Background: an optimization exercise with open tools, aiming at small area and a short achievable clock period. Do not read the settings as production practice.
RTL that was checked went through simulation tests only; none was proved equivalent to the original.

==> wip/cedar <==
Design mcu_single_cycle, start of the top module:
module mcu_single_cycle(clk, nClear, instr_in, pc_out, write_back_data);
	input clk, nClear;
	input [15:0] instr_in;
	output [15:0] pc_out;
	output [15:0] write_back_data;
	wire [3:0] op = instr_in[15:12];
	wire [3:0] fa = instr_in[11:8];
	wire [3:0] fb = instr_in[7:4];
	wire [3:0] fc = instr_in[3:0];
	wire [15:0] imm = {{12{fc[3]}}, fc};
	wire is_and  = (op == 4'h0);
	wire is_or   = (op == 4'h1);
	wire is_add  = (op == 4'h2);
	wire is_addi = (op == 4'h3);
	wire is_sub  = (op == 4'h6);
	wire is_slt  = (op == 4'h7);
	wire is_lw   = (op == 4'h8);
	wire is_sw   = (op == 4'hA);
	wire is_bne  = (op == 4'hE);
	wire is_jmp  = (op == 4'hF);
	wire reg_write = is_and | is_or | is_add | is_addi | is_sub | is_slt | is_lw;
	wire [3:0] dst = (is_addi | is_lw) ? fb : fc;
	reg [15:0] rf [0:15];
	reg [15:0] valid;
	wire [15:0] sel_a = valid & (16'd1 << fa);
	wire [15:0] sel_b = valid & (16'd1 << fb);
	reg [15:0] ra, rb;
	integer i;
	always @(*) begin
		ra = 16'd0;
		rb = 16'd0;
		for (i = 0; i < 16; i = i + 1) begin
			ra = ra | ({16{sel_a[i]}} & rf[i]);
			rb = rb | ({16{sel_b[i]}} & rf[i]);
		end
	end
	reg [15:0] dm [0:15];
	reg [15:0] sel_m;
	reg [3:0] t;
	integer j;
	reg [3:0] m_lo;
	reg [3:0] m_hi0, m_hi1;
	reg [1:0] d;
	always @(*) begin
		for (j = 0; j < 4; j = j + 1) begin
			d = j[1:0] - fc[1:0];
			m_lo[j] = (ra[1:0] == d);
			d = j[1:0] - fc[3:2];
			m_hi0[j] = (ra[3:2] == d);
			d = j[1:0] - fc[3:2] - 2'd1;
			m_hi1[j] = (ra[3:2] == d);
		end
		for (j = 0; j < 16; j = j + 1)
			sel_m[j] = m_lo[j % 4] & ((j % 4 < fc[1:0]) ? m_hi1[j / 4] : m_hi0[j / 4]);
	end
	reg [15:0] mdata;
	always @(*) begin
		mdata = 16'd0;
		for (j = 0; j < 16; j = j + 1)
			mdata = mdata | ({16{sel_m[j]}} & dm[j]);
	end
  ...
==> module mcu_single_cycle, before the edit <==
module mcu_single_cycle(clk, nClear, instr_in, pc_out, write_back_data);
	input clk, nClear;
	input [15:0] instr_in;
	output [15:0] pc_out;
	output [15:0] write_back_data;
	wire [3:0] op = instr_in[15:12];
	wire [3:0] fa = instr_in[11:8];
	wire [3:0] fb = instr_in[7:4];
	wire [3:0] fc = instr_in[3:0];
	wire [15:0] imm = {{12{fc[3]}}, fc};
	wire is_and  = (op == 4'h0);
	wire is_or   = (op == 4'h1);
	wire is_add  = (op == 4'h2);
	wire is_addi = (op == 4'h3);
	wire is_sub  = (op == 4'h6);
	wire is_slt  = (op == 4'h7);
	wire is_lw   = (op == 4'h8);
	wire is_sw   = (op == 4'hA);
	wire is_bne  = (op == 4'hE);
	wire is_jmp  = (op == 4'hF);
	wire reg_write = is_and | is_or | is_add | is_addi | is_sub | is_slt | is_lw;
	wire [3:0] dst = (is_addi | is_lw) ? fb : fc;
	reg [15:0] rf [0:15];
	reg [15:0] valid;
	wire [15:0] sel_a = valid & (16'd1 << fa);
	wire [15:0] sel_b = valid & (16'd1 << fb);
	reg [15:0] ra, rb;
	integer i;
	always @(*) begin
		ra = 16'd0;
		rb = 16'd0;
		for (i = 0; i < 16; i = i + 1) begin
			ra = ra | ({16{sel_a[i]}} & rf[i]);
			rb = rb | ({16{sel_b[i]}} & rf[i]);
		end
	end
	reg [15:0] dm [0:15];
	reg [15:0] sel_m;
	reg [3:0] t;
	integer j;
	reg [3:0] m_lo;
	reg [3:0] m_hi0, m_hi1;
	reg [1:0] d;
	always @(*) begin
		for (j = 0; j < 4; j = j + 1) begin
			d = j[1:0] - fc[1:0];
			m_lo[j] = (ra[1:0] == d);
			d = j[1:0] - fc[3:2];
			m_hi0[j] = (ra[3:2] == d);
			d = j[1:0] - fc[3:2] - 2'd1;
			m_hi1[j] = (ra[3:2] == d);
		end
		for (j = 0; j < 16; j = j + 1)
			sel_m[j] = m_lo[j % 4] & ((j % 4 < fc[1:0]) ? m_hi1[j / 4] : m_hi0[j / 4]);
	end
	reg [15:0] mdata;
	always @(*) begin
		mdata = 16'd0;
		for (j = 0; j < 16; j = j + 1)
			mdata = mdata | ({16{sel_m[j]}} & dm[j]);
	end
	wire sub = is_sub | is_slt;
	wire [15:0] opb = is_addi ? imm : (sub ? ~rb : rb);
	wire [15:0] sum = ra + opb + {15'd0, sub};
	wire [15:0] gen = ra & opb;
	wire [15:0] prop = ra ^ opb;
	wire [15:0] wb = ({16{is_lw}} & mdata)
	               | ({16{is_and}} & gen)
	               | ({16{is_or}} & (gen | prop))
	               | ({16{is_slt}} & {15'd0, sum[15]})
	               | ({16{is_add | is_addi | is_sub}} & sum);
	assign write_back_data = wb;
	reg [15:0] pc;
	assign pc_out = pc;
	wire taken = is_bne & (|prop);
	wire [4:0] k = taken ? ({fc[3], fc} + 5'd1) : 5'd1;
	wire [5:0] lo = {1'b0, pc[4:0]} + {1'b0, k};
	wire up = lo[5] & ~k[4];
	wire down = ~lo[5] & k[4];
	reg [10:0] ones, zeros;
	integer h;
	always @(*) begin
		ones[0] = 1'b1;
		zeros[0] = 1'b1;
		for (h = 1; h < 11; h = h + 1) begin
			ones[h] = ones[h-1] & pc[4+h];
			zeros[h] = zeros[h-1] & ~pc[4+h];
		end
	end
	wire [10:0] hi = pc[15:5] ^ (({11{up}} & ones) | ({11{down}} & zeros));
	wire [15:0] pc_add = {hi, lo[4:0]};
	wire [15:0] pc_next = is_jmp ? {pc_add[15:12], instr_in[11:0]} : pc_add;
	always @(posedge clk or negedge nClear)
		if (!nClear) pc <= 16'd0;
		else pc <= pc_next;
	always @(posedge clk or negedge nClear)
		if (!nClear) valid <= 16'd0;
		else if (reg_write) valid[dst] <= 1'b1;
	always @(posedge clk)
		if (reg_write) rf[dst] <= wb;
	integer w;
	always @(posedge clk)
		for (w = 0; w < 16; w = w + 1)
			if (is_sw & sel_m[w]) dm[w] <= rb;
endmodule
clock: 16.0 ns
lec_check: 0
cap_margin: 20
core_margin: 2
core_utilization: 65
place_density: 0.75
setup_slack_margin: 5
slew_margin: 20
standard.sh (not shown) runs the stock make flow with config.mk's settings and CLKGATE_MAP_FILE= SYNTH_SCRIPT=/design/flow/synth_recipe.tcl, a recipe that flattens the netlist after the stock synthesis.
==> flow/flow/run.sh <==
#!/bin/bash
# The standard layout (standard.sh), with these changes:
# - clock tree: small clock buffers, no dummy clock loads
# - port buffers: a plain buffer cell, which the repair steps can resize
# Everything make prints goes to flow.log; ORFS keeps each step's own log under orfs/logs.
here=$PWD
bash standard.sh \
  "CTS_ARGS=-sink_clustering_enable -repair_clock_nets -dont_use_dummy_load -sink_clustering_size 18 -sink_clustering_max_diameter 60 -buf_list {sky130_fd_sc_hd__clkbuf_4 sky130_fd_sc_hd__clkbuf_8}" \
  "BUFFER_PORTS_ARGS=-buffer_cell sky130_fd_sc_hd__buf_4" \
  finish > flow.log 2>&1
==> inputs of wip/quartz, as changes to wip/cedar <==
==> flow/design.v (replaced) <==
`timescale 1ns / 1ps
module mcu_single_cycle(clk, nClear, instr_in, pc_out, write_back_data);
	input clk, nClear;
	input [15:0] instr_in;
	output [15:0] pc_out;
	output [15:0] write_back_data;
	wire [3:0] op = instr_in[15:12];
	wire [3:0] fa = instr_in[11:8];
	wire [3:0] fb = instr_in[7:4];
	wire [3:0] fc = instr_in[3:0];
	wire [15:0] imm = {{12{fc[3]}}, fc};
	wire is_and  = (op == 4'h0);
	wire is_or   = (op == 4'h1);
	wire is_add  = (op == 4'h2);
	wire is_addi = (op == 4'h3);
	wire is_sub  = (op == 4'h6);
	wire is_slt  = (op == 4'h7);
	wire is_lw   = (op == 4'h8);
	wire is_sw   = (op == 4'hA);
	wire is_bne  = (op == 4'hE);
	wire is_jmp  = (op == 4'hF);
	wire reg_write = is_and | is_or | is_add | is_addi | is_sub | is_slt | is_lw;
	wire [3:0] dst = (is_addi | is_lw) ? fb : fc;
	reg [15:0] pc;
	wire [15:0] pc1 = pc + 16'd1;
	wire [15:0] pc_br = pc1 + imm;
	reg [15:0] rf [0:15];
	reg [15:0] valid;
	wire [15:0] sel_a = valid & (16'd1 << fa);
	wire [15:0] sel_b = valid & (16'd1 << fb);
	reg [15:0] ra, rb;
	integer i;
	always @(*) begin
		ra = 16'd0;
		rb = 16'd0;
		for (i = 0; i < 16; i = i + 1) begin
			ra = ra | ({16{sel_a[i]}} & rf[i]);
			rb = rb | ({16{sel_b[i]}} & rf[i]);
		end
	end
	wire sub = is_sub | is_slt;
	wire [15:0] opb = is_addi ? imm : (sub ? ~rb : rb);
	wire [15:0] sum = ra + opb + {15'd0, sub};
	reg [15:0] dm [0:15];
	wire [3:0] maddr = ra[3:0] + fc;
	wire [15:0] sel_m = 16'd1 << maddr;
	reg [15:0] mdata;
	integer j;
	always @(*) begin
		mdata = 16'd0;
		for (j = 0; j < 16; j = j + 1)
			mdata = mdata | ({16{sel_m[j]}} & dm[j]);
	end
	reg [15:0] wb;
	always @(*) begin
		if (is_lw)       wb = mdata;
		else if (is_and) wb = ra & rb;
		else if (is_or)  wb = ra | rb;
		else if (is_slt) wb = {15'd0, sum[15]};
		else             wb = sum;
	end
	assign write_back_data = wb;
	assign pc_out = pc;
	wire taken = is_bne & (ra != rb);
	wire [15:0] pc_next = is_jmp ? {pc1[15:12], instr_in[11:0]} : (taken ? pc_br : pc1);
	always @(posedge clk or negedge nClear)
		if (!nClear) pc <= 16'd0;
		else pc <= pc_next;
	always @(posedge clk or negedge nClear)
		if (!nClear) valid <= 16'd0;
		else if (reg_write) valid[dst] <= 1'b1;
	always @(posedge clk)
		if (reg_write) rf[dst] <= wb;
	always @(posedge clk)
		if (is_sw) dm[maddr] <= rb;
endmodule
==> flow/run.sh (new file) <==
#!/bin/bash
# synth_recipe.tcl (not shown) runs the flow's synth.tcl, then flattens the netlist and writes it again
# the make line also repeats each setting of config.mk as NAME=value (left out here)
make -C /OpenROAD-flow-scripts/flow DESIGN_CONFIG=/design/flow/config.mk WORK_HOME=/design/flow/orfs CLKGATE_MAP_FILE= SYNTH_SCRIPT=/design/flow/synth_recipe.tcl finish
- CORE_UTILIZATION: 65 -> 40
- PLACE_DENSITY: 0.75 -> 0.6
- SETUP_SLACK_MARGIN: 5 -> 1.5
removed: flow/flow/run.sh
removed: flow/standard.sh
==> qor summary <==
item                                                                                             wip/quartz           wip/cedar
Status                                                                     no timing/DRC/antenna violations  no timing/DRC/antenna violations
Number of search-and-repair iterations in the first detailed-routing pass                                 9                  10
Global-route track usage on met3                                                                    0.04340              0.1013
Clock transition at the register clock pins on the worst setup and hold paths after CTS             0.06 ns             0.09 ns
Non-clock inverter instance count of the final layout                                                    45                  72
Setup repair after global routing missed its margin                                                   false                true
Critical path endpoint                                                                   write_back_data[0]  write_back_data[6]
Met1 Resource Use GR                                                                                 0.3585              0.5030
Die area                                                                                          65800 um2           39680 um2
Worst Reg-to-Reg Cells                                                                                   15                  30
Die X                                                                                              256.5 um            199.2 um
End-of-flow core utilization                                                                         0.4662              0.7288
Worst Slack Setup Final                                                                            2.424 ns            4.893 ns
Minimum hold slack                                                                                0.5942 ns           0.4914 ns
Placer congestion estimate                                                                           0.9031              0.9803
Net Sw Frac                                                                                          0.3308              0.3049
For wip/cedar, only the layout was checked, not whether the RTL still works.

==> static timing again, ports no longer ideal <==
Ports are ideal in the flow. The routed layouts listed here were re-timed in OpenROAD.
Step 1 assumes that a clkbuf_16 drives the clock port and a buf_2 every other input.
Step 2 times the ports against the registers' clock, not the clock port: input delays grow and output delays shrink by t, the midpoint of the rising clock arrivals with the driver on.
a / b / c = ideal / step 1 / step 2; a / b = the first two.
run	t (ns)	setup slack, ns	hold slack, ns	worst slew at a driven data input, ns
wip/cedar	0.665	4.893 / 4.846 / 4.846	0.491 / 0.491 / 0.491	0.06
wip/quartz	0.680	2.424 / 2.400 / 2.400	0.594 / 0.594 / 0.594	0.06
After both steps every run listed still meets setup and hold. The setup slack of wip/cedar, which loses most, moves by -0.047 ns with the drivers and by -0.047 ns with both steps.
